Context: an optimization exercise on an open-source flow, tuned for small area. The choices shown serve that exercise and are no tape-out recipe.
Where RTL was checked, it was by simulation tests only, not by an equivalence proof against the original.
Only the layout flow was run in runs 1 to 5; the RTL was not checked for function there.
In runs 4 to 6 the design's own scripts or RTL, not TritonCTS, make the clock network.
The clock port is modelled as an ideal driver, which makes a skipped or thinned clock tree look cheaper than it is; a real chip needs a root buffer or a tree.
Power and IR drop assume default switching activity.

==> design.v <==
module bcd_to_7seg (
    input  logic [3:0] bcd_in,
    output logic [6:0] seg_out
);
    always_comb begin
        case (bcd_in)
            4'h0:    seg_out = 7'b1000000;
            4'h1:    seg_out = 7'b1111001;
            4'h2:    seg_out = 7'b0100100;
            4'h3:    seg_out = 7'b0110000;
            4'h4:    seg_out = 7'b0011001;
            4'h5:    seg_out = 7'b0010010;
            4'h6:    seg_out = 7'b0000010;
            4'h7:    seg_out = 7'b1111000;
            4'h8:    seg_out = 7'b0000000;
            4'h9:    seg_out = 7'b0010000;
            default: seg_out = 7'b1111111;
        endcase
    end
endmodule
module time_regs (
    input  logic clk,
    input  logic rst_n,
    input  logic adv,
    input  logic inc_en,
    input  logic [1:0] st,
    output logic [1:0] h1, output logic [3:0] h0,
    output logic [2:0] m1, output logic [3:0] m0,
    output logic [2:0] s1, output logic [3:0] s0
);
    wire s0_9 = (s0 == 4'd9);
    wire m0_9 = (m0 == 4'd9);
    wire h0_9 = (h0 == 4'd9);
    wire s59 = (s1 == 3'd5) && s0_9;
    wire m59 = (m1 == 3'd5) && m0_9;
    wire h23 = (h1 == 2'd2) && (h0 == 4'd3);
    wire inc_s = adv | (inc_en && st == 2'd3);
    wire inc_m = (adv & s59) | (inc_en && st == 2'd2);
    wire inc_h = (adv & s59 & m59) | (inc_en && st == 2'd1);
    always_ff @(posedge clk or negedge rst_n) begin
        if (!rst_n) begin
            h1 <= 2'd1; h0 <= 4'd2;
            m1 <= 3'd0; m0 <= 4'd0;
            s1 <= 3'd0; s0 <= 4'd0;
        end else begin
            if (inc_s) begin
                s0 <= s0_9 ? 4'd0 : s0 + 4'd1;
                if (s0_9) s1 <= (s1 == 3'd5) ? 3'd0 : s1 + 3'd1;
            end
            if (inc_m) begin
                m0 <= m0_9 ? 4'd0 : m0 + 4'd1;
                if (m0_9) m1 <= (m1 == 3'd5) ? 3'd0 : m1 + 3'd1;
            end
            if (inc_h) begin
                if (h23) begin
                    h1 <= 2'd0; h0 <= 4'd0;
                end else begin
                    h0 <= h0_9 ? 4'd0 : h0 + 4'd1;
                    if (h0_9) h1 <= h1 + 2'd1;
                end
            end
        end
    end
endmodule
module debouncer (
    input  logic clk,
    input  logic rst_n,
    input  logic btn_n,
    output logic pulse
);
    localparam logic [9:0] START = 10'h268;
    logic q1, q2, t1, t2;
    logic [9:0] x;
    wire [9:0] c = x ^ START;
    wire diff = q1 ^ q2;
    wire z9   = (c[8:0] == 9'd0);
    wire done = z9 & ~c[9];
    wire fb   = (c[9] ^ c[2]) & ~z9;
    wire [9:0] c_next = {c[8:0], fb};
    always_ff @(posedge clk or negedge rst_n) begin
        if (!rst_n) begin
            q1 <= 1'b0; q2 <= 1'b0; t1 <= 1'b0; t2 <= 1'b0;
            x <= '0;
        end else begin
            q1 <= btn_n;
            q2 <= q1;
            x  <= diff ? 10'd0 : (c_next ^ START);
            if (done) begin
                t1 <= q2;
                t2 <= t1;
            end
        end
    end
    assign pulse = ~t1 & t2;
endmodule
module display_mux (
    input  logic [2:0] sel,
    input  logic       blink,
    input  logic [1:0] st,
    input  logic [1:0] h1, input logic [3:0] h0,
    input  logic [2:0] m1, input logic [3:0] m0,
    input  logic [2:0] s1, input logic [3:0] s0,
    output logic [7:0] seg_out,
    output logic [7:0] an_out
);
    logic [3:0] d;
    always_comb begin
        case (sel)
            3'd0: d = s0;
            3'd1: d = {1'b0, s1};
            3'd2: d = m0;
            3'd3: d = {1'b0, m1};
            3'd4: d = h0;
            3'd5: d = {2'b00, h1};
            default: d = 4'd0;
        endcase
    end
    always_comb begin
        an_out = 8'd0;
        if (sel < 3'd6) an_out[sel] = 1'b1;
    end
    wire dp = ~(sel == 3'd2 || sel == 3'd4);
    wire blank = blink && (
        (st == 2'd1 && (sel == 3'd4 || sel == 3'd5)) ||
        (st == 2'd2 && (sel == 3'd2 || sel == 3'd3)) ||
        (st == 2'd3 && (sel == 3'd0 || sel == 3'd1)));
    logic [6:0] seg;
    bcd_to_7seg u_dec (.bcd_in(d), .seg_out(seg));
    assign seg_out = blank ? 8'hFF : {dp, seg};
endmodule
module top_digital_clock (
    input  logic clk_50mhz,
    input  logic rst_n,
    input  logic btn_set_n,
    input  logic btn_sel_n,
    input  logic btn_inc_n,
    output logic [7:0] seg_out,
    output logic [7:0] an_out
);
    logic [5:0] lo;
    logic [2:0] mid;
    logic [5:0] hi;
    wire z5 = (lo[4:0] == 5'd0);
    wire c6 = lo[5] & z5;
    wire c9 = c6 & (&mid);
    always_ff @(posedge clk_50mhz or negedge rst_n)
        if (!rst_n) begin
            lo <= '0; mid <= '0; hi <= '0;
        end else begin
            lo <= {lo[4:0], lo[5] ^ lo[4] ^ z5};
            if (c6) mid <= mid + 3'd1;
            if (c9) hi  <= hi + 6'd1;
        end
    wire tick  = c9 & (&hi);
    wire blink = hi[5];
    wire [2:0] sel = mid;
    wire set_p, sel_p, inc_p;
    debouncer u_db_set (.clk(clk_50mhz), .rst_n(rst_n), .btn_n(btn_set_n), .pulse(set_p));
    debouncer u_db_sel (.clk(clk_50mhz), .rst_n(rst_n), .btn_n(btn_sel_n), .pulse(sel_p));
    debouncer u_db_inc (.clk(clk_50mhz), .rst_n(rst_n), .btn_n(btn_inc_n), .pulse(inc_p));
    logic [1:0] st;
    wire run = (st == 2'd0);
    always_ff @(posedge clk_50mhz or negedge rst_n)
        if (!rst_n)       st <= 2'd0;
        else if (set_p)   st <= run ? 2'd1 : 2'd0;
        else if (sel_p && !run) st <= (st == 2'd3) ? 2'd1 : st + 2'd1;
    logic [1:0] h1; logic [3:0] h0;
    logic [2:0] m1; logic [3:0] m0;
    logic [2:0] s1; logic [3:0] s0;
    time_regs u_time (
        .clk(clk_50mhz), .rst_n(rst_n),
        .adv(run & tick & ~set_p),
        .inc_en(~run & inc_p & ~set_p),
        .st(st),
        .h1(h1), .h0(h0), .m1(m1), .m0(m0), .s1(s1), .s0(s0)
    );
    display_mux u_disp (
        .sel(sel), .blink(blink), .st(st),
        .h1(h1), .h0(h0), .m1(m1), .m0(m0), .s1(s1), .s0(s0),
        .seg_out(seg_out), .an_out(an_out)
    );
endmodule
==> run.sh <==
#!/bin/bash
# synth_recipe.tcl (not shown) runs the flow's synth.tcl, then flattens the netlist and writes it again
# the make line also repeats each setting of config.mk as NAME=value (left out here)
make -C /OpenROAD-flow-scripts/flow DESIGN_CONFIG=/design/flow/config.mk WORK_HOME=/design/flow/orfs CLKGATE_MAP_FILE= SYNTH_SCRIPT=/design/flow/synth_recipe.tcl finish
==> config.mk <==
export PLATFORM = sky130hd
export DESIGN_NAME = top_digital_clock
export DESIGN_NICKNAME = top_digital_clock
export VERILOG_FILES = /design/flow/design.v
export SDC_FILE = /design/flow/constraint.sdc
export NUM_CORES = 4
export LEC_CHECK = 0
export ABC_AREA = 1
export CAP_MARGIN = 20
export CORE_MARGIN = 2
export CORE_UTILIZATION = 40
export SLEW_MARGIN = 20
==> constraint.sdc <==
create_clock -name core_clock -period 10.0 [get_ports {clk_50mhz}]
set_input_delay 2.0000 -clock core_clock [delete_from_list [all_inputs] [get_ports {clk_50mhz}]]
set_output_delay 2.0000 -clock core_clock [all_outputs]
set_load 0.01 [all_outputs]
==> metrics.md, run 1 <==
| Metric | Value |
|---|---|
| Htree depth | 3 |
| Fill cells | approximately 920 |
| Reg2Reg Depth | 9 |
| Clock Skew | between 9 and 10 ps |
| # hold bufs at CTS | 0 |
| FMAX | 195.2 MHz |
| Critical path class | register to output pin |
| Top Layer Used | met4 |
| Top post-synthesis cells by area | dfrtp_1 50%, nand2_1 10%, inv_1 6.2% |
| Syn Area/Cell | around 8.7 um^2 |
| Lkg Pwr | ~2.2 nW |
| Most common cell in the netlist | nand2_1 |
| DP Wirelength | between 5000 and 6000 um |
| EDFF count, synth | 0 |
| GPL Wtd Cong | approximately 0.89 |
| Drt first-iter violations | between 100 and 150 |
| CTS tree | done |
| Startpoint types | register |
| DR WL/cell | about 12 um |
| #FFs+latches synth | 79 |
| Hold Crit Class | register to register |
| Worst R2R Start | mid[1]$_DFFE_PN0P_ |
| Largest net degree at the start of global routing | 80 |
| WL met2 | 3321 um |
| Placeable Area | ~0.0093 mm^2 |
| DRT antenna net count | 0 |
| Pwr dens | ~150 mW/mm^2 |
| Flop2flop setup slack | between 8000 and 9000 ps |
| RSZ-0062 raised after global routing | false |
| Area fraction of the dominant cell type after synthesis | about half |
| First-pass GRT wire length | approximately 13,000 um |
| Worst EP arrival | 3120 ps |
| Clock power frac | between 40% and 50% |
| Logic pwr share | ~5.4% |
| Share of cells above drive strength 1 | around 7.5% |
| Slowest stage delay, CP | 480 ps |
| Unique masters post-synth | 28 |
| GR Overflow Total | 0 |
| Ys Warns | 5 |
| DRC viols | 0 |
| Initial antenna violation count | 0 |
| CP max FO | 6 |
| Worst Hold End | u_db_set.q2$_DFF_PN0_ |
| Worst rel slew slack | 53.01% |
| Post-Layout Cell Count | approximately 610 |
| Via count | about 2,800 |
| Std-Cell Rows | 35 |
| VDD IR max | 0.00008515 V |
| N_diodes | 0 |
| Die H | 102.3 um |
| Cts repair resizes | 0 |
| Min cycle time layout | approximately 5100 ps |
| Postcts setup bufs | 0 |
| Synth Flop Type | dfrtp_1 |
| Share of power burned in registers | 52.9% |
| TNS Setup | 0 ps |
| Worst-Margin Slew | between 700 and 800 ps |
| Setup slack after layout | about 5000 ps |
| Dominant cell type by area after synthesis | dfrtp_1 |
| CTS Root Cell | clkbuf_8 |
| CP Cell Sequence | inv_1 > ha_1 > ha_1 > nand2_1 > nand2_1 > a21oi_1 > nand2_1 > nand2_1 > inv_1 > ha_1 > or2_2 > nand3_1 > nand2_1 > clkdlybuf4s50_1 |
| P&R area growth vs syn | 14.82% |
| Ports | 21 |
| Worst slack, placed | about 5200 ps |
| Clk Latency, worst-skew pair | ~350 ps |
| Final-stage net count | approximately 500 |
| Clock tree sinks | 79 |
| Status | complete, no violations |
| Vias in the first global route | around 2,700 |
| Post-synthesis cell area | ~0.0039 mm^2 |
| Post-Synthesis Cells | about 450 |
| Setup-failing EPs final | 0 |
| Die width | 102.3 um |
| Fraction of power spent switching nets | between 20% and 30% |
| Internal | 0.4975 mW |
| Post-synth top cells | 108 x nand2_1, 77 x dfrtp_1, 64 x inv_1 |
| Net Sw Power | around 0.16 mW |
| Full die area | roughly 0.010 mm^2 |
| Post-route cell area | ~0.0044 mm^2 |
| Overall routed net length | ~7000 um |
| Maxcap violations | 0 |
| Hold WS | approximately 400 ps |
| I/O Buffers | 20 |
| Dpl cells | slightly below 600 |
| Final worst path period share | 51.23% |
| Most frequent CP cell | nand2_1 |
| Sequential-to-total area share from yosys stat | between 50% and 60% |
| CTS Buf Count | 9 |
| Power, Total | 0.6593 mW |
| Placed Area | around 0.0042 mm^2 |
| Crit end category | output pin |
| R2r endpoint | u_time.h1[1]$_DFFE_PN0P_ |
| Hold Startpoint | u_db_set.q1$_DFF_PN0_ |
| Final Max Tran Viols | 0 |
| CP max stage cell | clkdlybuf4s50_1 |
| Total Routing Usage GR | around 16% |
| Met1 wire length | around 3400 um |
| Worst-path clk slew | 90 ps |
| Ys async rst share | 100.0% |
| Vias per cell | 4.626 |
| WP data required | about 8000 ps |
| Worst-case clock buffer depth | 2 |
| Fin. Hold Viols | 0 |
| WL met3 | ~210 um |
| Starting Density | 41.45% |
| Core Util, Final | a little under half |
| DR pass1 iterations | 5 |
| Cells on Worst Hold Path | 0 |
==> flip-flops by register name (all words and copies together) (netlist names), 2 cells and up <==
register and cells:
u_time.h0 4, u_time.m1 3, lo 6, u_db_sel.x 10, u_time.s0 4, u_db_set.x 10, u_time.s1 3, u_time.h1 2
u_db_inc.x 10, u_time.m0 4, hi 6, mid 3, st 2
==> power groups by stage <==
stage               Clock, mW  Sequential (mW)  Combinational (mW)
floorplan                   0            0.353              0.0235
global placement            0            0.355              0.0358
detailed placement          0            0.355              0.0368
CTS                     0.287            0.349              0.0369
global route            0.305            0.352              0.0438
finish                  0.275            0.349              0.0354
==> placed cells by master, fill, tap and decap left out, drive strengths merged <==
cell / netlist / layout
xor2: 16 / 16
clkdlybuf4s50: 0 / 19
o211ai: 5 / 5
nand2: 114 / 114
nand3: 31 / 31
nor2: 53 / 53
a21oi: 9 / 9
dfstp: 2 / 2
inv: 65 / 69
clkinv: 0 / 1
buf: 2 / 1
ha: 18 / 18
clkbuf: 0 / 9
nand4: 8 / 8
nor3: 7 / 7
or2: 2 / 2
a22o: 1 / 1
xnor2: 3 / 3
bufinv: 0 / 2
nand3b: 2 / 2
nor4: 5 / 5
dfrtp: 77 / 77
o21ai: 26 / 26
==> worst max path at each step <==
stage,startpoint,to,slack (ps),cells past startpoint
after floorplan,mid[0]$_DFFE_PN0P_,seg_out[3],5880,13
after global placement,mid[0]$_DFFE_PN0P_,seg_out[3],5300,14
after detailed placement,mid[0]$_DFFE_PN0P_,seg_out[3],5240,14
after CTS,mid[0]$_DFFE_PN0P_,seg_out[3],4840,14
after global routing,mid[0]$_DFFE_PN0P_,seg_out[3],4600,14
final,mid[0]$_DFFE_PN0P_,seg_out[3],4880,14
==> critical path, delay by kind of cell, from the launching register on <==
family	cells	cell delay, ps
buf+inv	3	700
flops	1	430
simple gates	7	770
fa+ha+maj	3	760
compound gates	1	110
==> per-layer routing <==
metal	vias to the layer above	track usage (%)
met1	1299	20.56
met5	-	0
met2	43	25.10
met4	0	4.923
li1	1469	-
met3	6	3.899
==> cell type report <==
type                            instances  area [um^2]  area share (%)
Tap cell                              129        161.4           3.636
Inverter                               65        249.0           5.609
Sequential cell                        79         1979           44.59
Timing Repair Buffer                   20        201.4           4.538
Multi-Input combinational cell        300         1615           36.39
Clock inverter                          7        108.9           2.452
Clock buffer                            9        123.9           2.790
==> logic make-up after synthesis <==
group	synth area share [%]
fa+ha+maj	5.825
compound gates	5.922
xor+xnor	4.304
simple gates	25.73
buf+inv	7.023
flops	51.20
==> run 2, diff against run 1 <==
==> flow/run.sh (new file) <==
#!/bin/bash
# Standard layout, with plain buf_1 port buffers and a small clock tree.
set -euo pipefail
export BUFFER_PORTS_ARGS="-buffer_cell sky130_fd_sc_hd__buf_1"
export CTS_ARGS="-sink_clustering_enable -sink_clustering_size 100 -sink_clustering_max_diameter 500 -buf_list sky130_fd_sc_hd__clkbuf_8 -dont_use_dummy_load -repair_clock_nets"
bash standard.sh > standard.log 2>&1
==> standard.sh (new file) <==
#!/bin/bash
# synth_recipe.tcl (not shown) runs the flow's synth.tcl, then flattens the netlist and writes it again
# the make line also repeats each setting of config.mk as NAME=value (left out here)
make -C /OpenROAD-flow-scripts/flow DESIGN_CONFIG=/design/flow/config.mk WORK_HOME=/design/flow/orfs CLKGATE_MAP_FILE= SYNTH_SCRIPT=/design/flow/synth_recipe.tcl "${@:-finish}"
removed: run.sh
==> run 2 against run 1 <==
Fmax increased by 5.8%. Still clean. Routed wire length shrank 3.4%. Clock-buffer cell count stayed put. Largest cell class unchanged. First-iteration DRC count increased by 32%. Final area shrank 5.0%. Die area unchanged. Via count shrank 0.64%. Utilization shrank 2.4 points. Synthesized cell count is the same.
==> metrics.md, run 2 <==
| Metric | Value |
|---|---|
| Status | complete, no violations |
| DP Wirelength | approximately 5000 um |
| Most common cell after layout, fill and taps aside | nand2_1 |
| Setup slack after layout | between 5000 and 6000 ps |
| Hold Startpoint | u_db_set.q1$_DFF_PN0_ |
| Drt first-iter violations | around 150 |
| Post-Layout Cell Count | roughly 600 |
| Core Util, Final | roughly 45% |
| EDFF count, synth | 0 |
| Sequential-to-total area share from yosys stat | about half |
| Fraction of power spent switching nets | about a quarter |
| Min cycle time layout | between 4000 and 5000 ps |
| N_diodes | 0 |
| Area fraction of the dominant cell type after synthesis | between 40% and 50% |
| Die width | 102.3 um |
| Final-stage net count | 499 |
| #FFs+latches synth | between 70 and 80 |
| First-pass GRT wire length | ~12,000 um |
| Cts repair resizes | 0 |
| Dpl cells | ~590 |
| Unique masters post-synth | 28 |
| Htree depth | 3 |
| Worst Hold End | u_db_set.q2$_DFF_PN0_ |
| Worst-case clock buffer depth | 2 |
| Final Max Tran Viols | 0 |
| DRC viols | 0 |
| Logic pwr share | 6.2% |
| DR WL/cell | between 10 and 15 um |
| Worst-path clk slew | about 70 ps |
| Ys Warns | 5 |
| Total Routing Usage GR | approximately 15% |
| Postcts setup bufs | 0 |
| Share of cells above drive strength 1 | 6.329% |
| Fill cells | approximately 900 |
| Fin. Hold Viols | 0 |
| Lkg Pwr | 2.083 nW |
| Final worst path period share | a little under 50% |
| Clock power frac | 31.8% |
| Critical path class | register to output pin |
| Placed Area | about 0.004 mm^2 |
| VDD IR max | between 0.00008 and 0.00009 V |
| Starting Density | 41.45% |
| I/O Buffers | 20 |
| Vias in the first global route | 2,746 |
| Dominant cell type by area after synthesis | dfrtp_1 |
| Die H | approximately 100 um |
| Flop2flop setup slack | between 8000 and 9000 ps |
| Crit end category | output pin |
| Via count | around 2,800 |
| Syn Area/Cell | a little under 9 um^2 |
| Setup-failing EPs final | 0 |
| DR pass1 iterations | 5 |
| P&R area growth vs syn | 9.126% |
| Post-Synthesis Cells | approximately 450 |
| Worst EP arrival | 2840 ps |
| RSZ-0062 raised after global routing | false |
| Ports | 21 |
| CTS Buf Count | 9 |
| Initial antenna violation count | 0 |
| GR Overflow Total | 0 |
| Overall routed net length | between 6000 and 7000 um |
| Reg2Reg Depth | 9 |
| CP max FO | 6 |
| Net Sw Power | approximately 0.13 mW |
| Pwr dens | about 130 mW/mm^2 |
| Post-route cell area | between 0.004 and 0.005 mm^2 |
| GPL Wtd Cong | just under 1 |
| Placeable Area | 0.009328 mm^2 |
| Vias per cell | approximately 4.6 |
| Std-Cell Rows | 35 |
| Share of power burned in registers | about 62% |
| Synth Flop Type | dfrtp_1 |
| DRT antenna net count | 0 |
| Clock Skew | between 20 and 30 ps |
| Post-synthesis cell area | 0.003866 mm^2 |
| Most common cell in the netlist | nand2_1 |
| R2r endpoint | u_time.h1[1]$_DFFE_PN0P_ |
| TNS Setup | 0 ps |
| Worst rel slew slack | roughly 53% |
| Worst R2R Start | mid[0]$_DFFE_PN0P_ |
| # hold bufs at CTS | 0 |
| Startpoint types | register |
| Worst-Margin Slew | about 700 ps |
| FMAX | 206.5 MHz |
| Clock tree sinks | slightly below 80 |
| Cells on Worst Hold Path | 0 |
| Largest registers | u_db_inc.x (10), u_db_sel.x (10), u_db_set.x (10) |
| Top post-synthesis cells by area | dfrtp_1 50%, nand2_1 10%, inv_1 6.2% |
| Maxcap violations | 0 |
| Internal | 0.4315 mW |
| Commonest cells after routing, fill and taps aside | 108 x nand2_1, 77 x dfrtp_1, 64 x inv_1 |
| Post-synth top cells | 108 x nand2_1, 77 x dfrtp_1, 64 x inv_1 |
| Ys async rst share | 100.0% |
| WP data required | ~8000 ps |
| Full die area | 0.01047 mm^2 |
| Clk Latency, worst-skew pair | roughly 340 ps |
| CTS Root Cell | clkbuf_8 |
| Worst slack, placed | around 5500 ps |
| CTS tree | done |
| Largest net degree at the start of global routing | 80 |
| Hold Crit Class | register to register |
==> run 2: cell counts after synthesis <==
No cell type changed its count.
==> run 2: power by group through the flow <==
stage	registers [mW]	logic (mW)	clock network [mW]
6_report	0.349	0.0348	0.179
5_1_grt	0.352	0.0427	0.202
4_1_cts	0.349	0.0364	0.190
3_5_place_dp	0.355	0.0363	0
3_3_place_gp	0.355	0.0351	0
2_1_floorplan	0.353	0.0235	0
==> run 2: kinds of logic after synthesis <==
kind of cell | Yosys count | share of synthesized area [%]
and+or+nand+nor | 222 | 25.73
buffers and inverters | 67 | 7.023
DFF | 79 | 51.20
AOI/OAI and AO/OA | 41 | 5.922
xor gates and xnor gates | 19 | 4.304
adders and majority gates | 18 | 5.825
==> run 2: layout make-up <==
| class | count | area (um^2) | area share [%] |
|---|---|---|---|
| clock buffers | 9 | 123.9 | 2.936 |
| inverters | 65 | 249.0 | 5.902 |
| multi-input cells | 300 | 1615 | 38.29 |
| flip-flops and latches | 79 | 1979 | 46.92 |
| well taps | 129 | 161.4 | 3.826 |
| repair buffers | 21 | 90.09 | 2.135 |
==> run 2: metrics by stage <==
step	hold WS (ps)	total power, mW
after floorplan	353.7	0.3764
after global placement	375.7	0.3900
after detailed placement	375.6	0.3915
after CTS	402.4	0.5755
after global routing	410.7	0.5961
final	396.9	0.5631
==> run 2: worst max path at each step <==
stage,from,to,slack (ps),cells after the start
2_1_floorplan,mid[0]$_DFFE_PN0P_,seg_out[3],5880,13
3_3_place_gp,mid[0]$_DFFE_PN0P_,seg_out[3],5660,14
5_1_grt,mid[0]$_DFFE_PN0P_,seg_out[3],4920,14
4_1_cts,mid[0]$_DFFE_PN0P_,seg_out[3],5170,14
3_5_place_dp,mid[0]$_DFFE_PN0P_,seg_out[3],5550,14
6_report,mid[0]$_DFFE_PN0P_,seg_out[3],5160,14
==> run 2: routing by layer <==
layer / wire (um) / vias to the layer above / global-route usage (%)
met1: 3395 / 1291 / 19.85
met3: 220 / 8 / 3.762
li1: - / 1462 / -
met4: 102 / 0 / 4.410
met2: 3078 / 38 / 24.49
met5: 0 / - / 0
==> run 2: worst max-delay path, stage by stage, from the launching register on <==
cell and delay (ps):
dfrtp_1 440, inv_1 130, ha_1 260, ha_1 230, nand2_1 80, nand2_1 60
a21oi_1 120, nand2_1 70, nand2_1 170, inv_1 100, ha_1 290, or2_2 300
nand3_1 70, nand2_1 50, buf_1 130
==> run 3, diff against run 2 <==
==> flow/run.sh (replaced) <==
#!/bin/bash
# Standard layout, with plain buf_1 port buffers and a small clock tree.
set -euo pipefail
export BUFFER_PORTS_ARGS="-buffer_cell sky130_fd_sc_hd__buf_1"
export CTS_ARGS="-sink_clustering_enable -sink_clustering_size 100 -sink_clustering_max_diameter 500 -buf_list sky130_fd_sc_hd__clkbuf_16 -dont_use_dummy_load -repair_clock_nets"
bash standard.sh > standard.log 2>&1
==> run 3 against run 2 <==
Worst hold slack lost 3.1 ps. Setup slack improved by 23 ps. Register-to-register slack about the same. Total power grew 16%. Sequential power barely moved.
==> metrics.md, run 3 <==
| Metric | Value |
|---|---|
| DP Wirelength | 4991 um |
| Worst EP arrival | approximately 2800 ps |
| Largest net degree at the start of global routing | 80 |
| Placeable Area | approximately 0.0093 mm^2 |
| First-pass GRT wire length | roughly 13,000 um |
| WP data required | 8000 ps |
| Full die area | about 0.010 mm^2 |
| Unique masters post-synth | 28 |
| Drt first-iter violations | ~150 |
| Setup slack after layout | 5181 ps |
| DRC viols | 0 |
| Internal | roughly 0.5 mW |
| Hold Crit Class | register to register |
| Core Util, Final | approximately 46% |
| Most common cell in the netlist | nand2_1 |
| Maxcap violations | 0 |
| Startpoint types | register |
| FMAX | a little over 200 MHz |
| Ports | 21 |
| GPL Wtd Cong | around 0.98 |
| CTS Root Cell | clkbuf_16 |
| Worst-Margin Slew | between 700 and 800 ps |
| Initial antenna violation count | 0 |
| Dominant cell type by area after synthesis | dfrtp_1 |
| GR Overflow Total | 0 |
| Hold Startpoint | u_db_set.q1$_DFF_PN0_ |
| Overall routed net length | 6947 um |
| Final Max Tran Viols | 0 |
| Top post-synthesis cells by area | dfrtp_1 50%, nand2_1 10%, inv_1 6.2% |
| Vias in the first global route | 2,798 |
| Setup-failing EPs final | 0 |
| Worst rel slew slack | approximately half |
| Worst-case clock buffer depth | 2 |
| Die H | approximately 100 um |
| Syn Area/Cell | between 8 and 9 um^2 |
| Post-synth top cells | 108 x nand2_1, 77 x dfrtp_1, 64 x inv_1 |
| #FFs+latches synth | 79 |
| Post-synthesis cell area | about 0.0039 mm^2 |
| Logic pwr share | 5.4% |
| Most common cell after layout, fill and taps aside | nand2_1 |
| Commonest cells after routing, fill and taps aside | 108 x nand2_1, 77 x dfrtp_1, 64 x inv_1 |
| TNS Setup | 0 ps |
| Postcts setup bufs | 0 |
| P&R area growth vs syn | 11.75% |
| DR WL/cell | roughly 12 um |
| Power, Total | 0.6526 mW |
| Critical path class | register to output pin |
| VDD IR max | roughly 0.000085 V |
| Fraction of power spent switching nets | 21.95% |
| Area fraction of the dominant cell type after synthesis | between 40% and 50% |
| Fin. Hold Viols | 0 |
| N_diodes | 0 |
| Worst-path clk slew | roughly 60 ps |
| Min cycle time layout | a little under 5000 ps |
| Clock power frac | 41.1% |
| Clock tree sinks | 79 |
| Final-stage net count | between 400 and 500 |
| EDFF count, synth | 0 |
| I/O Buffers | 20 |
| CTS Buf Count | 9 |
| Largest registers | u_db_inc.x (10), u_db_sel.x (10), u_db_set.x (10) |
| Starting Density | between 40% and 50% |
| Share of power burned in registers | around 54% |
| Synth Flop Type | dfrtp_1 |
| Sequential-to-total area share from yosys stat | between 50% and 60% |
| Final worst path period share | between 40 and 50% |
| Lkg Pwr | 2.130 nW |
| Ys async rst share | 100.0% |
| Worst R2R Start | mid[0]$_DFFE_PN0P_ |
| Std-Cell Rows | 35 |
| DR pass1 iterations | 5 |
| Total Routing Usage GR | 15.24% |
| Htree depth | 3 |
| Crit end category | output pin |
| Status | complete, no violations |
| Ys Warns | 5 |
| RSZ-0062 raised after global routing | false |
| Post-Synthesis Cells | 446 |
| Vias per cell | 4.653 |
| Crit. Startpoint | mid[0]$_DFFE_PN0P_ |
| DRT antenna net count | 0 |
| # hold bufs at CTS | 0 |
| Die width | roughly 100 um |
| Clk Latency, worst-skew pair | ~330 ps |
| CP max FO | 6 |
| Worst slack, placed | 5550 ps |
| Via count | 2,806 |
| Cts repair resizes | 0 |
| Pwr dens | roughly 150 mW/mm^2 |
| CTS tree | done |
| Net Sw Power | 0.1433 mW |
| Share of cells above drive strength 1 | 6.329% |
| Clock Skew | ~18 ps |
-- run 3: power groups by stage --
stage | logic (mW) | registers [mW] | clock network (mW)
6_report | 0.0349 | 0.350 | 0.268
5_1_grt | 0.0429 | 0.352 | 0.291
4_1_cts | 0.0365 | 0.350 | 0.278
3_5_place_dp | 0.0363 | 0.355 | 0
3_3_place_gp | 0.0351 | 0.355 | 0
2_1_floorplan | 0.0235 | 0.353 | 0
-- run 3: per-layer routing --
layer  GRT usage [%]  routed length [um]  vias up
li1                -                   -     1459
met1           19.55                3417     1304
met2           25.40                3219       36
met3           3.967                 209        7
met4           4.718                 101        0
met5               0                   0        -
-- run 3: kinds of logic after synthesis --
family	count (synthesis)	share of synthesized area (%)
AOI/OAI and AO/OA	41	5.922
xor gates and xnor gates	19	4.304
adders and majority gates	18	5.825
buffers and inverters	67	7.023
DFF	79	51.20
and+or+nand+nor	222	25.73
-- run 3: final cells by class --
type / count / area [um^2]
inverter: 65 / 249.0
fill: 904 / 5007
tap: 129 / 161.4
sequential: 79 / 1979
timing repair buffer: 21 / 90.09
clock buffer: 9 / 225.2
multi-input combinational: 300 / 1615
-- run 3: worst max-delay path: stages (launching register included) --
cell and delay (ps):
dfrtp_1 430, inv_1 130, ha_1 250, ha_1 230
nand2_1 80, nand2_1 60, a21oi_1 120, nand2_1 70
nand2_1 170, inv_1 100, ha_1 300, or2_2 300
nand3_1 70, nand2_1 50, buf_1 130
-- run 3: final timing paths --
| path | end | slack [ps] | cells past startpoint |
|---|---|---|---|
| min in group asynchronous | u_time.h0[2]$_DFFE_PN0P_ | 1790 | 2 |
| max in group asynchronous | u_time.s0[2]$_DFFE_PN0P_ | 7680 | 2 |
| max | seg_out[3] | 5180 | 14 |
| max reg2reg | u_time.h1[1]$_DFFE_PN0P_ | 8240 | 9 |
| min reg2reg | u_db_set.q2$_DFF_PN0_ | 390 | 0 |
| min | u_db_set.q2$_DFF_PN0_ | 390 | 0 |
-- run 3: stage by stage --
stage / instance area [um^2] / hold slack (ps) / std cells
4_1_cts: 4317 / 397.6 / 603
5_1_grt: 4320 / 406.1 / 603
6_report: 4320 / 393.8 / 603
3_3_place_gp: 4091 / 375.7 / 594
2_1_floorplan: 3866 / 353.7 / 446
3_5_place_dp: 4091 / 375.6 / 594
==> run 4, diff against run 3 <==
==> flow/run.sh (replaced) <==
#!/bin/bash
# The standard layout (standard.sh), with two changes:
#  - ports are buffered with buf_1 cells;
#  - the clock tree is a few hand-placed clock buffers (flow/clock_buffers.tcl,
#    run as the CTS step's PRE hook) in place of CTS's H-tree and dummy loads.
set -euo pipefail
W=$(pwd)
export BUFFER_PORTS_ARGS="-buffer_cell sky130_fd_sc_hd__buf_1"
export PRE_CTS_TCL=$W/flow/clock_buffers.tcl
export CLK_NBUF=${CLK_NBUF:-4}
export CLK_BUF_CELL=${CLK_BUF_CELL:-sky130_fd_sc_hd__clkbuf_16}
bash standard.sh > standard.log 2>&1
==> flow/clock_buffers.tcl (new file) <==
# Replaces CTS's tree: the flip-flops' clock pins are grouped by position
# (k-means, CLK_NBUF groups) and each group is driven by one clock buffer
# placed at its centre. The clock port then drives only those buffers.
set nbuf [expr {[info exists ::env(CLK_NBUF)] ? $::env(CLK_NBUF) : 2}]
set bufcell [expr {[info exists ::env(CLK_BUF_CELL)] ? $::env(CLK_BUF_CELL) : "sky130_fd_sc_hd__clkbuf_8"}]
set block [ord::get_db_block]
set master [[ord::get_db] findMaster $bufcell]
set clknet [$block findNet clk_50mhz]
set items {}
foreach it [$clknet getITerms] {
  set loc [[$it getInst] getLocation]
  lappend items [list [lindex $loc 0] [lindex $loc 1] $it]
}
set n [llength $items]
puts "clock_buffers: $n clock pins, $nbuf x $bufcell"
# k-means, seeded with points spread along the sorted x order
set items [lsort -integer -index 0 $items]
set cent {}
for {set b 0} {$b < $nbuf} {incr b} {
  set e [lindex $items [expr {(2 * $b + 1) * $n / (2 * $nbuf)}]]
  lappend cent [list [lindex $e 0] [lindex $e 1]]
}
for {set iter 0} {$iter < 50} {incr iter} {
  for {set b 0} {$b < $nbuf} {incr b} { set grp($b) {} }
  foreach e $items {
    set best 0; set bd -1
    for {set b 0} {$b < $nbuf} {incr b} {
      set c [lindex $cent $b]
      set d [expr {abs([lindex $e 0] - [lindex $c 0]) + abs([lindex $e 1] - [lindex $c 1])}]
      if {$bd < 0 || $d < $bd} { set bd $d; set best $b }
    }
    lappend grp($best) $e
  }
  set newc {}
  for {set b 0} {$b < $nbuf} {incr b} {
    set sx 0; set sy 0; set k [llength $grp($b)]
    if {$k == 0} { lappend newc [lindex $cent $b]; continue }
    foreach e $grp($b) { incr sx [lindex $e 0]; incr sy [lindex $e 1] }
    lappend newc [list [expr {$sx / $k}] [expr {$sy / $k}]]
  }
  if {$newc eq $cent} break
  set cent $newc
}
for {set b 0} {$b < $nbuf} {incr b} {
  if {[llength $grp($b)] == 0} continue
  set c [lindex $cent $b]
  set inst [odb::dbInst_create $block $master "clkbuf_hand_$b"]
  set net [odb::dbNet_create $block "clknet_hand_$b"]
  $net setSigType CLOCK
  foreach e $grp($b) {
    set it [lindex $e 2]
    $it disconnect
    $it connect $net
  }
  [$inst findITerm A] connect $clknet
  [$inst findITerm X] connect $net
  $inst setLocation [lindex $c 0] [lindex $c 1]
  $inst setPlacementStatus PLACED
  puts "clock_buffers: clkbuf_hand_$b drives [llength $grp($b)] pins at $c"
}
proc clock_tree_synthesis { args } {
  puts "clock_tree_synthesis skipped: clock buffers placed by clock_buffers.tcl"
}
==> run 4 against run 3 <==
Fmax up 4.1%. Still clean on timing, DRC and antenna. Sequential cell count unchanged. Utilization down 1.3 points. Setup slack better by 190 ps. Clock power down 43%. Via count down 1.6%. Clock skew up 6.8 ps.
==> metrics.md, run 4 <==
| Metric | Value |
|---|---|
| Status | complete, no violations |
| Ys Warns | 5 |
| Die width | approximately 100 um |
| Worst-path clk slew | roughly 80 ps |
| CP max FO | 6 |
| Maxcap violations | 0 |
| Worst Path Buf+Inv | 3 |
| N_diodes | 0 |
| Startpoint types | register |
| GPL Wtd Cong | between 0.9 and 1 |
| Ys async rst share | 100.0% |
| Min cycle time layout | ~4600 ps |
| Ports | 21 |
| P&R area growth vs syn | 8.511% |
| Via count | around 2,800 |
| Vias in the first global route | approximately 2,700 |
| Power, Total | 0.5355 mW |
| Total Routing Usage GR | ~14% |
| Vias per cell | ~4.6 |
| # hold bufs at CTS | 0 |
| Clock Skew | 24.47 ps |
| Hold WS | approximately 400 ps |
| Crit end category | output pin |
| Post-Synthesis Cells | 446 |
| CP Cell Sequence | inv_1 > ha_1 > ha_1 > nand2_1 > nand2_1 > a21oi_1 > nand2_1 > nand2_1 > inv_1 > ha_1 > or2_2 > nand3_1 > nand2_1 > buf_1 |
| Sequential-to-total area share from yosys stat | around 51% |
| DR pass1 iterations | 4 |
| Fin. Hold Viols | 0 |
| #FFs+latches synth | 79 |
| CP max stage cell | dfrtp_1 |
| Worst-Margin Slew | ~720 ps |
| GR Overflow Total | 0 |
| Cts repair resizes | 0 |
| Syn Area/Cell | between 8 and 9 um^2 |
| Post-Layout Cell Count | around 600 |
| Starting Density | about two fifths |
| VDD IR max | between 0.0001 and 0.00015 V |
| FMAX | approximately 220 MHz |
| Die H | 102.3 um |
| Most common cell in the netlist | nand2_1 |
| Largest net degree at the start of global routing | 80 |
| Commonest cells after routing, fill and taps aside | 108 x nand2_1, 77 x dfrtp_1, 64 x inv_1 |
| Worst EP arrival | 2630 ps |
| Fill cells | just over 900 |
| First-pass GRT wire length | about 12,000 um |
| Post-synth top cells | 108 x nand2_1, 77 x dfrtp_1, 64 x inv_1 |
| DRT antenna net count | 0 |
| Final Max Tran Viols | 0 |
| Top post-synthesis cells by area | dfrtp_1 50%, nand2_1 10%, inv_1 6.2% |
| RSZ-0062 raised after global routing | false |
| Critical path class | register to output pin |
| WP data required | around 8000 ps |
| Crit path max-delay family | simple AND/OR/NAND/NOR gates |
| Lkg Pwr | ~2.1 nW |
| Most common cell after layout, fill and taps aside | nand2_1 |
| Overall routed net length | approximately 6700 um |
| Setup-failing EPs final | 0 |
| Hold Crit Class | register to register |
| Std-Cell Rows | 35 |
| I/O Buffers | 20 |
| Largest registers | u_db_inc.x (10), u_db_sel.x (10), u_db_set.x (10) |
| EDFF count, synth | 0 |
| Dpl cells | 594 |
| Area fraction of the dominant cell type after synthesis | between 40% and 50% |
| Post-synthesis cell area | 0.003866 mm^2 |
| Drt first-iter violations | 198 |
| Initial antenna violation count | 0 |
| DRC viols | 0 |
| Placeable Area | about 0.0093 mm^2 |
| Worst rel slew slack | 51.69% |
| Post-route cell area | between 0.004 and 0.005 mm^2 |
| Slowest stage delay, CP | ~430 ps |
| TNS Setup | 0 ps |
| Postcts setup bufs | 0 |
| Full die area | between 0.01 and 0.015 mm^2 |
| Final worst path period share | ~46% |
| Unique masters post-synth | 28 |
| Pwr dens | between 100 and 150 mW/mm^2 |
| DR WL/cell | between 10 and 15 um |
| Share of cells above drive strength 1 | under 10% |
| DP Wirelength | 4991 um |
| Dominant cell type by area after synthesis | dfrtp_1 |
| Most frequent CP cell | nand2_1 |
| Placed Area | roughly 0.0041 mm^2 |
| Synth Flop Type | dfrtp_1 |
| Clk Latency, worst-skew pair | 150 ps |
| Final-stage net count | around 500 |
[run 4: stage by stage]
step / worst slack [ps] / util, %
3_3_place_gp: 5657 / 43.86
6_report: 5370 / 44.98
3_5_place_dp: 5550 / 43.86
2_1_floorplan: 5881 / -
4_1_cts: 5545 / 44.94
5_1_grt: 5143 / 44.98
[run 4: power by group]
part / total (mW) / switching [mW] / internal, mW / leakage, nW
Combinational: 0.0348 / 0.0230 / 0.0118 / 0.988
Sequential: 0.349 / 0.0100 / 0.339 / 1.03
Clock: 0.152 / 0.0791 / 0.0727 / 0.0493
[run 4: cell families after synthesis]
group,share of synthesized area (%)
and+or+nand+nor,25.73
buffers and inverters,7.023
xor gates and xnor gates,4.304
AOI/OAI and AO/OA,5.922
adders and majority gates,5.825
DFF,51.20
[run 4: final cells by class]
type                       count  area (um^2)  area share (%)
inverter                      65        249.0           5.935
multi-input combinational    300         1615           38.50
tap                          129        161.4           3.847
sequential                    79         1979           47.18
timing repair buffer          21        90.09           2.147
buffer                         4        100.1           2.386
[run 4: worst paths after layout]
kind / end / from / depth (start not counted) / slack [ps]
setup / recovery: seg_out[3] / mid[0]$_DFFE_PN0P_ / 14 / 5370
hold / removal: u_db_set.q2$_DFF_PN0_ / u_db_set.q1$_DFF_PN0_ / 0 / 400
setup reg to reg: u_time.h1[1]$_DFFE_PN0P_ / mid[1]$_DFFE_PN0P_ / 9 / 8250
hold reg to reg: u_db_set.q2$_DFF_PN0_ / u_db_set.q1$_DFF_PN0_ / 0 / 400
max in group asynchronous: u_time.h0[3]$_DFFE_PN0P_ / rst_n / 2 / 7510
min in group asynchronous: u_time.h0[2]$_DFFE_PN0P_ / rst_n / 2 / 1970
[run 4: metal layers]
| metal | GRT usage, % | wire, um | up-vias |
|---|---|---|---|
| met5 | 0 | 0 | - |
| met1 | 19.42 | 3356 | 1263 |
| met2 | 24.70 | 3053 | 42 |
| li1 | - | - | 1450 |
| met4 | 1.436 | 78 | 0 |
| met3 | 0.8208 | 227 | 5 |
==> run 5, diff against run 4 <==
--- a/design.v
+++ b/design.v
@@ -71,3 +71,3 @@
     localparam logic [9:0] START = 10'h268;
-    logic q1, q2, t1, t2;
+    logic q1, q2, t1, p;
     logic [9:0] x;
@@ -81,3 +81,3 @@
         if (!rst_n) begin
-            q1 <= 1'b0; q2 <= 1'b0; t1 <= 1'b0; t2 <= 1'b0;
+            q1 <= 1'b0; q2 <= 1'b0; t1 <= 1'b0; p <= 1'b0;
             x <= '0;
@@ -89,3 +89,3 @@
                 t1 <= q2;
-                t2 <= t1;
+                p  <= t1 & ~q2;
             end
@@ -93,3 +93,3 @@
     end
-    assign pulse = ~t1 & t2;
+    assign pulse = p;
 endmodule
==> flow/run.sh (replaced) <==
#!/bin/bash
# Own layout flow: the standard layout (standard.sh) with three changes.
#  1. After the standard synthesis, the combinational logic is re-mapped by
#     ABC for area (flow/resynth.sh); every flip-flop stays as synthesised.
#  2. Ports are buffered with buf_1 cells.
#  3. The clock tree is a few hand-placed clock buffers (flow/clock_buffers.tcl,
#     run as the CTS step's PRE hook) in place of CTS's H-tree.
# Each tool's output goes to a log file of its own in this folder.
set -euo pipefail
W=$(pwd)
R=$W/orfs/results/sky130hd/top_digital_clock/base
export BUFFER_PORTS_ARGS="-buffer_cell sky130_fd_sc_hd__buf_1"
export PRE_CTS_TCL=$W/flow/clock_buffers.tcl
export CLK_NBUF=${CLK_NBUF:-3}
export CLK_BUF_CELL=${CLK_BUF_CELL:-sky130_fd_sc_hd__clkbuf_16}
bash standard.sh synth > synth.log 2>&1
cp $R/1_2_yosys.v $W/standard_synth.v
bash flow/resynth.sh $W/standard_synth.v $W/resynth.v $W > resynth.log 2>&1
cp $W/resynth.v $R/1_2_yosys.v
touch $R/1_2_yosys.v
bash standard.sh > layout.log 2>&1
==> flow/abc/a1.abc (new file) <==
strash
dc2
dc2
dch -f
amap
==> flow/abc/a2.abc (new file) <==
strash
dch -f
amap
==> flow/abc/a3.abc (new file) <==
strash
&get -n
&deepsyn -T 30
&put
dch -f
amap
==> flow/abc/a4.abc (new file) <==
strash
ifraig
dc2
dch -f
amap
--- a/flow/clock_buffers.tcl
+++ b/flow/clock_buffers.tcl
@@ -23,11 +23,21 @@
 for {set iter 0} {$iter < 50} {incr iter} {
-  for {set b 0} {$b < $nbuf} {incr b} { set grp($b) {} }
+  # balanced assignment: nearest centre first, at most cap pins per buffer
+  set cap [expr {($n + $nbuf - 1) / $nbuf}]
+  set pairs {}
+  set i 0
   foreach e $items {
-    set best 0; set bd -1
     for {set b 0} {$b < $nbuf} {incr b} {
       set c [lindex $cent $b]
-      set d [expr {abs([lindex $e 0] - [lindex $c 0]) + abs([lindex $e 1] - [lindex $c 1])}]
-      if {$bd < 0 || $d < $bd} { set bd $d; set best $b }
+      lappend pairs [list [expr {abs([lindex $e 0] - [lindex $c 0]) + abs([lindex $e 1] - [lindex $c 1])}] $i $b]
     }
-    lappend grp($best) $e
+    incr i
+  }
+  for {set b 0} {$b < $nbuf} {incr b} { set grp($b) {}; set cnt($b) 0 }
+  array unset done
+  foreach pr [lsort -integer -index 0 $pairs] {
+    lassign $pr d i b
+    if {[info exists done($i)] || $cnt($b) >= $cap} continue
+    set done($i) 1
+    incr cnt($b)
+    lappend grp($b) [lindex $items $i]
   }
==> flow/gen_map.py (new file) <==
#!/usr/bin/env python3
"""Writes a Yosys techmap file that turns each combinational cell of a
Liberty library into plain logic (from its pins' function attributes).
usage: gen_map.py LIB > comb_map.v"""
import re, sys

text = open(sys.argv[1]).read()

def cells(t):
    for m in re.finditer(r'\n\s*cell\s*\(\s*"?([\w]+)"?\s*\)\s*\{', t):
        name, start = m.group(1), m.end()
        depth, i = 1, start
        while depth:
            c = t[i]
            if c == '{': depth += 1
            elif c == '}': depth -= 1
            i += 1
        yield name, t[start:i - 1]

def pins(body):
    for m in re.finditer(r'\n\s*pin\s*\(\s*"?([\w]+)"?\s*\)\s*\{', body):
        name, start = m.group(1), m.end()
        depth, i = 1, start
        while depth:
            c = body[i]
            if c == '{': depth += 1
            elif c == '}': depth -= 1
            i += 1
        yield name, body[start:i - 1]

def expr(f):
    f = f.replace('!', '~').replace('*', '&').replace('+', '|')
    return f

out = []
for name, body in cells(text):
    if re.search(r'\b(ff|latch|statetable)\s*\(', body) or 'lpflow' in name or 'probe' in name:
        continue
    ins, outs = [], []
    for p, pb in pins(body):
        d = re.search(r'direction\s*:\s*"?(\w+)"?', pb)
        if not d:
            continue
        if d.group(1) == 'input':
            ins.append(p)
        elif d.group(1) == 'output':
            f = re.search(r'function\s*:\s*"([^"]*)"', pb)
            if not f:
                outs = None
                break
            outs.append((p, f.group(1)))
    if not outs:
        continue
    if any(re.search(r'VPWR|VGND|KAPWR|SLEEP', f) for _, f in outs):
        continue
    ports = ins + [p for p, _ in outs]
    out.append(f'module {name} ({", ".join(ports)});')
    for p in ins:
        out.append(f'  input {p};')
    for p, f in outs:
        out.append(f'  output {p};')
        out.append(f'  assign {p} = {expr(f)};')
    out.append('endmodule')
print('\n'.join(out))
==> flow/resynth.sh (new file) <==
#!/bin/bash
# usage: resynth.sh IN.v OUT.v LOGDIR
# Re-maps the combinational logic of the standard synthesis netlist with ABC,
# area-oriented, keeping every flip-flop instance (name, cell type and
# connections) as it is. Tries the ABC scripts in flow/abc/*.abc and keeps
# the smallest result.
set -euo pipefail
IN=$1; OUT=$2; LOGDIR=$3
HERE=$(cd "$(dirname "$0")" && pwd)
YOSYS=$(command -v yosys || echo $FLOW_HOME/../tools/install/yosys/bin/yosys)
LIB=$FLOW_HOME/platforms/sky130hd/lib/sky130_fd_sc_hd__tt_025C_1v80.lib
TMP=$LOGDIR/resynth_tmp
mkdir -p $TMP
python3 $HERE/gen_map.py $LIB > $TMP/comb_map.v
DU=""
for c in $(sed -n '/DONT_USE_CELLS +=/,/^$/p' $FLOW_HOME/platforms/sky130hd/config.mk | tr -d '\\' | grep -o 'sky130_fd_sc_hd__[a-z0-9_]*'); do DU="$DU -dont_use $c"; done
best=""; besta=""
for s in $HERE/abc/*.abc; do
  n=$(basename $s .abc)
  $YOSYS -p "
read_liberty -lib $LIB
read_verilog $IN
hierarchy -top top_digital_clock
techmap -map $TMP/comb_map.v
techmap
opt -purge
abc -liberty $LIB $DU -script $s
opt_clean -purge
hilomap -singleton -hicell sky130_fd_sc_hd__conb_1 HI -locell sky130_fd_sc_hd__conb_1 LO
insbuf -buf sky130_fd_sc_hd__buf_4 A X
splitnets
opt_clean -purge
tee -o $TMP/$n.stat stat -liberty $LIB
write_verilog -noattr -noexpr -nohex -nodec $TMP/$n.v
" > $LOGDIR/resynth_$n.log 2>&1 || { echo "resynth: $n failed"; continue; }
  a=$(grep "Chip area" $TMP/$n.stat | awk '{print $NF}')
  echo "resynth: $n area $a"
  if [[ -z "$besta" ]] || python3 -c "import sys; sys.exit(0 if $a < $besta else 1)"; then best=$n; besta=$a; fi
done
[[ -n "$best" ]] || { echo "resynth: no result"; exit 1; }
echo "resynth: using $best ($besta)"
cp $TMP/$best.v $OUT
==> run 5 against run 4 <==
Utilization shrank 0.37 points. Worst hold slack worse by 13 ps. Clock skew shrank 13 ps. Sequential cell count unchanged. Synthesized cell count decreased by 29%. Critical endpoint unchanged. Highest routed layer unchanged. Sequential share of layout area rose by 10 points. First-iteration DRC count down 33%.
==> metrics.md, run 5 <==
| Metric | Value |
|---|---|
| Status | complete, no violations |
| Initial antenna violation count | 0 |
| Final worst path period share | 49.85% |
| Critical path class | register to output pin |
| Lkg Pwr | 1.502 nW |
| Vias per cell | between 4 and 5 |
| Largest net degree at the start of global routing | 80 |
| Worst rel slew slack | a little over a third |
| Clock power frac | between 20% and 30% |
| Full die area | 0.008670 mm^2 |
| Worst-Margin Slew | about 970 ps |
| Reg2Reg Depth | 23 |
| DP Wirelength | approximately 3900 um |
| Overall routed net length | around 5300 um |
| Share of cells above drive strength 1 | ~2.1% |
| Via count | 2,174 |
| I/O Buffers | 18 |
| Post-synthesis cell area | 0.003177 mm^2 |
| Final Max Tran Viols | 0 |
| Drt first-iter violations | 132 |
| FF+latch area | 0.001979 mm^2 |
| WP data required | ~8000 ps |
| Logic pwr share | 4.4% |
| Ports | 21 |
| TNS Setup | 0 ps |
| DR pass1 iterations | 6 |
| Commonest cells after routing, fill and taps aside | 77 x dfrtp_1, 61 x nor2_1, 38 x clkinv_1 |
| Cells on Worst Hold Path | 0 |
| DRC viols | 0 |
| Worst-path clk slew | ~100 ps |
| Clk Latency, worst-skew pair | about 160 ps |
| DRT antenna net count | 0 |
| Clock Skew | roughly 12 ps |
| Final-stage net count | 345 |
| Postcts setup bufs | 0 |
| Fraction of power spent switching nets | 19.69% |
| Maxcap violations | 0 |
| Worst Hold End | lo[4]$_DFF_PN0_ |
| First-pass GRT wire length | a little under 10,000 um |
| Startpoint types | register |
| Crit end category | output pin |
| Pwr dens | between 100 and 150 mW/mm^2 |
| DR WL/cell | about 12 um |
| Ys Warns | 5 |
| Hold Startpoint | lo[3]$_DFF_PN0_ |
| Internal | roughly 0.4 mW |
| Worst EP arrival | 2990 ps |
| Net Sw Power | 0.09677 mW |
| Fin. Hold Viols | 0 |
| Largest registers | u_db_inc.x (10), u_db_sel.x (10), u_db_set.x (10) |
| FMAX | about 200 MHz |
| P&R area growth vs syn | 8.507% |
| Placeable Area | 0.007727 mm^2 |
| Setup-failing EPs final | 0 |
| GPL Wtd Cong | 0.7753 |
| Most common cell after layout, fill and taps aside | dfrtp_1 |
| Min cycle time layout | between 4000 and 5000 ps |
| Die width | a little over 90 um |
| Die H | a little over 90 um |
| Starting Density | between 40% and 50% |
| GR Overflow Total | 0 |
| Vias in the first global route | 2,149 |
| Cts repair resizes | 0 |
| VDD IR max | 0.0001400 V |
| # hold bufs at CTS | 0 |
| Share of power burned in registers | between 60 and 70% |
| Fill cells | around 750 |
| Power, Total | roughly 0.49 mW |
| CP max FO | 7 |
| Total Routing Usage GR | a little over an eighth |
| Post-Synthesis Cells | between 300 and 400 |
| Flop2flop setup slack | 5190 ps |
| N_diodes | 0 |
| RSZ-0062 raised after global routing | false |
| Syn Area/Cell | approximately 10 um^2 |
| Dpl cells | 437 |
| Post-Layout Cell Count | 440 |
| Worst R2R Start | lo[3]$_DFF_PN0_ |
| Hold Crit Class | register to register |
| Std-Cell Rows | 32 |
| Area of the multi-input gates | roughly 0.0010 mm^2 |
| R2r endpoint | u_time.h1[1]$_DFFE_PN0P_ |
-- run 5: changes by cell type in the layout (fill, tap and decap cells not counted), moves of 6 or more --
| cell | before | now |
|---|---|---|
| xor2_1 | 16 | 0 |
| or3_1 | 0 | 6 |
| nand2_1 | 108 | 22 |
| nand3_1 | 30 | 8 |
| clkinv_1 | 0 | 38 |
| o21ai_0 | 23 | 10 |
| ha_1 | 18 | 0 |
| o21a_1 | 0 | 9 |
| nor2b_1 | 0 | 15 |
| inv_1 | 64 | 0 |
| nor2_1 | 49 | 61 |
-- run 5: power groups by stage --
stage	registers (mW)	clock network (mW)	logic, mW
final	0.339	0.131	0.0218
after global routing	0.341	0.151	0.0263
after CTS	0.346	0.102	0.0229
after detailed placement	0.345	0	0.0229
after global placement	0.345	0	0.0221
after floorplan	0.344	0	0.0135
-- run 5: metrics by stage --
step,hold slack (ps),utilization [%],setup WS (ps),instance area (um^2)
after detailed placement,363.6,43.64,5202,3372
after floorplan,354.0,-,5572,3181
final,383.7,44.61,5015,3447
after CTS,363.6,44.61,5194,3447
after global placement,357.6,43.64,5252,3372
after global routing,412.1,44.61,4514,3447
-- run 5: final cells by class --
type / count / share of cell area, %
sequential: 79 / 57.42
multi-input combinational: 199 / 30.27
inverter: 38 / 4.138
tap: 102 / 3.702
timing repair buffer: 19 / 2.287
buffer: 3 / 2.178
-- run 5: worst max-delay path by stage --
stage                       startpoint                  endpoint  slack (ps)  depth (start not counted)
floorplan           mid[2]$_DFFE_PN0P_                seg_out[3]        5570                         13
global placement    mid[2]$_DFFE_PN0P_                seg_out[3]        5250                         14
detailed placement     lo[3]$_DFF_PN0_  u_time.h1[1]$_DFFE_PN0P_        5200                         23
CTS                    lo[3]$_DFF_PN0_  u_time.h1[1]$_DFFE_PN0P_        5190                         23
global route           lo[3]$_DFF_PN0_  u_time.h1[1]$_DFFE_PN0P_        4510                         23
finish              mid[2]$_DFFE_PN0P_                seg_out[3]        5010                         14
-- run 5: critical path, cell delays in order, from the launching register on --
cell and delay (ps):
dfrtp_1 460, clkinv_1 130, nor3_1 120, a222oi_1 370
nand3_1 150, nor2b_1 170, clkinv_1 110, nor2_1 220
a21oi_1 100, clkinv_1 90, o31ai_1 80, nor3_1 290
nor2_1 100, or3_1 310, buf_1 130
-- run 5: layer usage --
metal / vias up / global-route usage (%) / routed length (um)
li1: 1119 / - / -
met1: 1015 / 19.32 / 2650
met2: 33 / 21.98 / 2405
met3: 7 / 1.048 / 197
met4: 0 / 2.206 / 82
met5: - / 0 / 0
==> run 6, diff against run 5 <==
--- a/design.v
+++ b/design.v
@@ -1,21 +1 @@
-module bcd_to_7seg (
-    input  logic [3:0] bcd_in,
-    output logic [6:0] seg_out
-);
-    always_comb begin
-        case (bcd_in)
-            4'h0:    seg_out = 7'b1000000;
-            4'h1:    seg_out = 7'b1111001;
-            4'h2:    seg_out = 7'b0100100;
-            4'h3:    seg_out = 7'b0110000;
-            4'h4:    seg_out = 7'b0011001;
-            4'h5:    seg_out = 7'b0010010;
-            4'h6:    seg_out = 7'b0000010;
-            4'h7:    seg_out = 7'b1111000;
-            4'h8:    seg_out = 7'b0000000;
-            4'h9:    seg_out = 7'b0010000;
-            default: seg_out = 7'b1111111;
-        endcase
-    end
-endmodule
 module time_regs (
@@ -30,14 +10,22 @@
 );
-    wire s0_9 = (s0 == 4'd9);
-    wire m0_9 = (m0 == 4'd9);
-    wire h0_9 = (h0 == 4'd9);
-    wire s59 = (s1 == 3'd5) && s0_9;
-    wire m59 = (m1 == 3'd5) && m0_9;
-    wire h23 = (h1 == 2'd2) && (h0 == 4'd3);
-    wire inc_s = adv | (inc_en && st == 2'd3);
-    wire inc_m = (adv & s59) | (inc_en && st == 2'd2);
-    wire inc_h = (adv & s59 & m59) | (inc_en && st == 2'd1);
+    function automatic [3:0] t10(input [3:0] d, input e);
+        t10 = {e & d[0] & (d[3] | (d[1] & d[2])), e & d[0] & d[1], e & d[0] & ~d[3], e};
+    endfunction
+    function automatic [2:0] t6(input [2:0] d, input e);
+        t6 = {e & d[0] & (d[1] | d[2]), e & d[0] & ~d[2], e};
+    endfunction
+    wire s0_9 = s0[0] & s0[3];
+    wire m0_9 = m0[0] & m0[3];
+    wire s59 = s0_9 & s1[0] & s1[2];
+    wire m59 = m0_9 & m1[0] & m1[2];
+    wire h23 = h1[1] & h0[0] & h0[1];
+    wire e_s = adv | (inc_en & st == 2'd3);
+    wire e_m = (adv & s59) | (inc_en & st == 2'd2);
+    wire e_h = (adv & s59 & m59) | (inc_en & st == 2'd1);
+    logic [1:0] h1x; logic [3:0] h0x;
+    assign h1 = h1x ^ 2'd1;
+    assign h0 = h0x ^ 4'd2;
     always_ff @(posedge clk or negedge rst_n) begin
         if (!rst_n) begin
-            h1 <= 2'd1; h0 <= 4'd2;
+            h1x <= 2'd0; h0x <= 4'd0;
             m1 <= 3'd0; m0 <= 4'd0;
@@ -45,17 +33,11 @@
         end else begin
-            if (inc_s) begin
-                s0 <= s0_9 ? 4'd0 : s0 + 4'd1;
-                if (s0_9) s1 <= (s1 == 3'd5) ? 3'd0 : s1 + 3'd1;
-            end
-            if (inc_m) begin
-                m0 <= m0_9 ? 4'd0 : m0 + 4'd1;
-                if (m0_9) m1 <= (m1 == 3'd5) ? 3'd0 : m1 + 3'd1;
-            end
-            if (inc_h) begin
-                if (h23) begin
-                    h1 <= 2'd0; h0 <= 4'd0;
-                end else begin
-                    h0 <= h0_9 ? 4'd0 : h0 + 4'd1;
-                    if (h0_9) h1 <= h1 + 2'd1;
-                end
+            s0 <= s0 ^ t10(s0, e_s);
+            s1 <= s1 ^ t6(s1, e_s & s0_9);
+            m0 <= m0 ^ t10(m0, e_m);
+            m1 <= m1 ^ t6(m1, e_m & m0_9);
+            if (e_h & h23) begin
+                h1x <= 2'd1; h0x <= 4'd2;
+            end else begin
+                h0x <= h0x ^ t10(h0, e_h);
+                h1x <= h1x ^ {e_h & h0[0] & h0[3] & h1[0], e_h & h0[0] & h0[3]};
             end
@@ -105,26 +87,22 @@
 );
-    logic [3:0] d;
-    always_comb begin
-        case (sel)
-            3'd0: d = s0;
-            3'd1: d = {1'b0, s1};
-            3'd2: d = m0;
-            3'd3: d = {1'b0, m1};
-            3'd4: d = h0;
-            3'd5: d = {2'b00, h1};
-            default: d = 4'd0;
-        endcase
-    end
-    always_comb begin
-        an_out = 8'd0;
-        if (sel < 3'd6) an_out[sel] = 1'b1;
-    end
-    wire dp = ~(sel == 3'd2 || sel == 3'd4);
-    wire blank = blink && (
-        (st == 2'd1 && (sel == 3'd4 || sel == 3'd5)) ||
-        (st == 2'd2 && (sel == 3'd2 || sel == 3'd3)) ||
-        (st == 2'd3 && (sel == 3'd0 || sel == 3'd1)));
-    logic [6:0] seg;
-    bcd_to_7seg u_dec (.bcd_in(d), .seg_out(seg));
-    assign seg_out = blank ? 8'hFF : {dp, seg};
+    logic [5:0] a;
+    always_comb for (int i = 0; i < 6; i++) a[i] = (sel == i);
+    assign an_out = {2'b00, a};
+    wire [3:0] d = ({4{a[0]}} & s0) | ({4{a[1]}} & {1'b0, s1}) |
+                   ({4{a[2]}} & m0) | ({4{a[3]}} & {1'b0, m1}) |
+                   ({4{a[4]}} & h0) | ({4{a[5]}} & {2'b00, h1});
+    wire dp = ~(a[2] | a[4]);
+    wire blank = blink & ((st == 2'd1 & (a[4] | a[5])) |
+                          (st == 2'd2 & (a[2] | a[3])) |
+                          (st == 2'd3 & (a[0] | a[1])));
+    wire A = d[3], B = d[2], C = d[1], D = d[0];
+    wire [6:0] on;
+    assign on[0] = A | C | (B & D) | (~B & ~D);
+    assign on[1] = ~B | (~C & ~D) | (C & D);
+    assign on[2] = B | ~C | D;
+    assign on[3] = A | (~B & ~D) | (~B & C) | (C & ~D) | (B & ~C & D);
+    assign on[4] = (~B & ~D) | (C & ~D);
+    assign on[5] = A | (~C & ~D) | (B & ~C) | (B & ~D);
+    assign on[6] = A | (~B & C) | (B & ~C) | (C & ~D);
+    assign seg_out = {dp | blank, ~on | {7{blank}}};
 endmodule
--- a/flow/run.sh
+++ b/flow/run.sh
@@ -13,4 +13,4 @@
 export PRE_CTS_TCL=$W/flow/clock_buffers.tcl
-export CLK_NBUF=${CLK_NBUF:-3}
-export CLK_BUF_CELL=${CLK_BUF_CELL:-sky130_fd_sc_hd__clkbuf_16}
+export CLK_NBUF=${CLK_NBUF:-4}
+export CLK_BUF_CELL=${CLK_BUF_CELL:-sky130_fd_sc_hd__clkbuf_8}
 bash standard.sh synth > synth.log 2>&1
--- a/config.mk
+++ b/config.mk
@@ -10,3 +10,3 @@
 export CORE_MARGIN = 2
-export CORE_UTILIZATION = 40
+export CORE_UTILIZATION = 70
 export SLEW_MARGIN = 20
==> run 6 against run 5 <==
Still clean. Critical path depth decreased by 5. Sequential power about the same. Sequential share of layout area increased by 2.4 points. Worst hold slack improved by 0.96 ps. Fmax increased by 12%. Total power decreased by 4.1%. Routed wire length decreased by 0.97%. Setup slack improved by 550 ps. Largest cell class unchanged. Highest routed layer unchanged.
==> metrics.md, run 6 <==
| Metric | Value |
|---|---|
| Status | complete, no violations |
| DR WL/cell | 13.55 um |
| CP max FO | 7 |
| Clock power frac | between 20% and 30% |
| Logic pwr share | under 10% |
| P&R area growth vs syn | 5.765% |
| Flop2flop setup slack | between 6000 and 7000 ps |
| Syn Area/Cell | slightly below 10 um^2 |
| Lkg Pwr | approximately 1.5 nW |
| Die H | between 70 and 80 um |
| Pwr dens | about 140 mW/mm^2 |
| Drt first-iter violations | ~180 |
| Power, Total | ~0.47 mW |
| Slowest stage delay, CP | 480 ps |
| Commonest cells after routing, fill and taps aside | 79 x dfrtp_1, 75 x nor2_1, 36 x clkinv_1 |
| FF+latch area | around 0.002 mm^2 |
| Critical path destination | seg_out[3] |
| Die width | 70.82 um |
| I/O Buffers | 18 |
| Full die area | ~0.005 mm^2 |
| Critical path class | register to output pin |
| Overall routed net length | ~5300 um |
| Worst R2R Start | lo[4]$_DFF_PN0_ |
| DR pass1 iterations | 4 |
| Clk Latency, worst-skew pair | 170 ps |
| Maxcap violations | 0 |
| First-pass GRT wire length | between 9000 and 10,000 um |
| DRT antenna net count | 0 |
| Setup slack after layout | about 5600 ps |
| CP max stage cell | nor3_1 |
| Initial antenna violation count | 0 |
| Final worst path period share | 44.32% |
| Setup-failing EPs final | 0 |
| Crit end category | output pin |
| R2r endpoint | u_time.h0x[3]$_DFF_PN0_ |
| Post-route cell area | approximately 0.0033 mm^2 |
| CP Cell Sequence | clkinv_1 > nor3_1 > a22oi_1 > nand2_1 > clkinv_1 > nor2_1 > nor2_1 > o41ai_1 > buf_1 |
| Share of power burned in registers | a little over 70% |
| Worst-path clk slew | 110 ps |
| FMAX | between 200 and 250 MHz |
| Clock Skew | around 12 ps |
| Fin. Hold Viols | 0 |
| Crit path max-delay family | simple AND/OR/NAND/NOR gates |
| Std-Cell Rows | 24 |
| Ys Warns | 4 |
| Hold WS | 384.7 ps |
| CP Depth | 9 |
| Dpl cells | between 300 and 400 |
| Postcts setup bufs | 0 |
| Cts repair resizes | 0 |
| Vias in the first global route | about 2,100 |
| Total Routing Usage GR | 22.71% |
| Hold Startpoint | lo[2]$_DFF_PN0_ |
| RSZ-0062 raised after global routing | false |
| DP Wirelength | ~4000 um |
| Core Util, Final | about 76% |
| Worst Path Buf+Inv | 3 |
| Placeable Area | ~0.0043 mm^2 |
| Worst-Margin Slew | 917.2 ps |
| N_diodes | 0 |
| Net Sw Power | approximately 0.095 mW |
| Final Max Tran Viols | 0 |
| Share of cells above drive strength 1 | 1.479% |
| VDD IR max | about 0.00015 V |
| Fraction of power spent switching nets | 20.16% |
| WP data required | approximately 8000 ps |
| Ports | 21 |
| Worst slack, placed | about 5800 ps |
| Final-stage net count | between 300 and 400 |
| Placed Area | about 0.0033 mm^2 |
| Fill cells | around 300 |
| GPL Wtd Cong | 0.8485 |
| Post-Layout Cell Count | 390 |
| TNS Setup | 0 ps |
| Crit. Startpoint | mid[2]$_DFFE_PN0P_ |
| Most common cell after layout, fill and taps aside | dfrtp_1 |
| Largest net degree at the start of global routing | 80 |
| GR Overflow Total | 0 |
| Internal | between 0.3 and 0.4 mW |
| Min cycle time layout | ~4400 ps |
| Vias per cell | roughly 5.7 |
| Hold Crit Class | register to register |
| Post-Synthesis Cells | 317 |
| DRC viols | 0 |
| Worst EP arrival | between 2000 and 2500 ps |
| Reg2Reg Depth | 16 |
| Starting Density | 72.28% |
| Startpoint types | register |
| Area of the multi-input gates | ~0.001 mm^2 |
| Post-synthesis cell area | around 0.0031 mm^2 |
| Via count | 2,237 |
| Worst rel slew slack | just under 40% |
| Largest registers | u_db_inc.x (10), u_db_sel.x (10), u_db_set.x (10) |
| # hold bufs at CTS | 0 |
run 6: how the worst min path moves through the flow:
stage	cells after the start	end	slack, ps
global placement	0	lo[3]$_DFF_PN0_	360
detailed placement	0	lo[2]$_DFF_PN0_	370
CTS	0	lo[2]$_DFF_PN0_	370
global route	0	lo[3]$_DFF_PN0_	400
floorplan	0	lo[3]$_DFF_PN0_	350
finish	0	lo[3]$_DFF_PN0_	380
run 6: worst register-to-register path, cell delays in order, from the launching register on:
cell,delay (ps)
dfrtp_1,410
nor3_1,260
nand3_1,230
nor3_1,270
and3_1,230
and3_1,220
and3_1,210
nand2_1,80
nor3_1,260
nand3_1,130
o22ai_1,250
nand2_1,160
nor2_1,160
clkinv_1,150
nor2_1,160
nor2_1,60
nor3_1,140
run 6: power groups by stage:
stage / combinational, mW / sequential, mW / clock, mW
finish: 0.0215 / 0.340 / 0.110
floorplan: 0.0134 / 0.344 / 0
detailed placement: 0.0226 / 0.345 / 0
global route: 0.0262 / 0.341 / 0.123
CTS: 0.0224 / 0.346 / 0.0845
global placement: 0.0213 / 0.345 / 0
run 6: metal layers:
layer / share of wire, % / global-route usage (%) / vias up / routed length, um
li1: - / - / 1120 / -
met1: 46 / 32.92 / 1048 / 2439
met2: 47 / 38.84 / 57 / 2499
met3: 4.0 / 1.994 / 12 / 211
met4: 2.5 / 4.403 / 0 / 133
met5: 0 / 0 / - / 0
run 6: cell type report:
| cell class | count | share of cell area [%] |
|---|---|---|
| Buffer | 4 | 1.665 |
| Inverter | 36 | 4.088 |
| Multi-Input combinational cell | 201 | 30.32 |
| Sequential cell | 79 | 59.80 |
| Tap cell | 52 | 1.968 |
| Timing Repair Buffer | 18 | 2.157 |

==> port drivers added, routing unchanged <==
No port has a modelled driver above. Below, the same layouts with a new extraction and two added sets of constraints.
Step 1 assumes that a clkbuf_16 drives the clock port and a buf_2 every other input.
Step 2 moves the port delays by t, midway between the first and last clock arrival at a register: inputs arrive t later, outputs are due t later. That takes back most of the time a late clock gives input paths.
Three values: no drivers, after step 1, after step 2; two values: the first two.
| run | shift t [ns] | setup slack, ns | hold slack, ns | cell pins on the clock port's net |
|---|---|---|---|---|
| run 1 | 0.372 | 4.877 / 4.847 / 5.219 | 0.389 / 0.389 / 0.389 | 1 |
| run 2 | 0.364 | 5.158 / 5.124 / 5.488 | 0.397 / 0.397 / 0.397 | 1 |
| run 3 | 0.361 | 5.181 / 5.141 / 5.502 | 0.394 / 0.394 / 0.394 | 1 |
| run 4 | 0.217 | 5.370 / 5.295 / 5.513 | 0.397 / 0.397 / 0.397 | 4 |
| run 5 | 0.217 | 5.015 / 4.953 / 5.170 | 0.384 / 0.384 / 0.384 | 3 |
| run 6 | 0.215 | 5.568 / 5.515 / 5.730 | 0.385 / 0.385 / 0.385 | 4 |
After both steps every run listed still meets setup and hold.
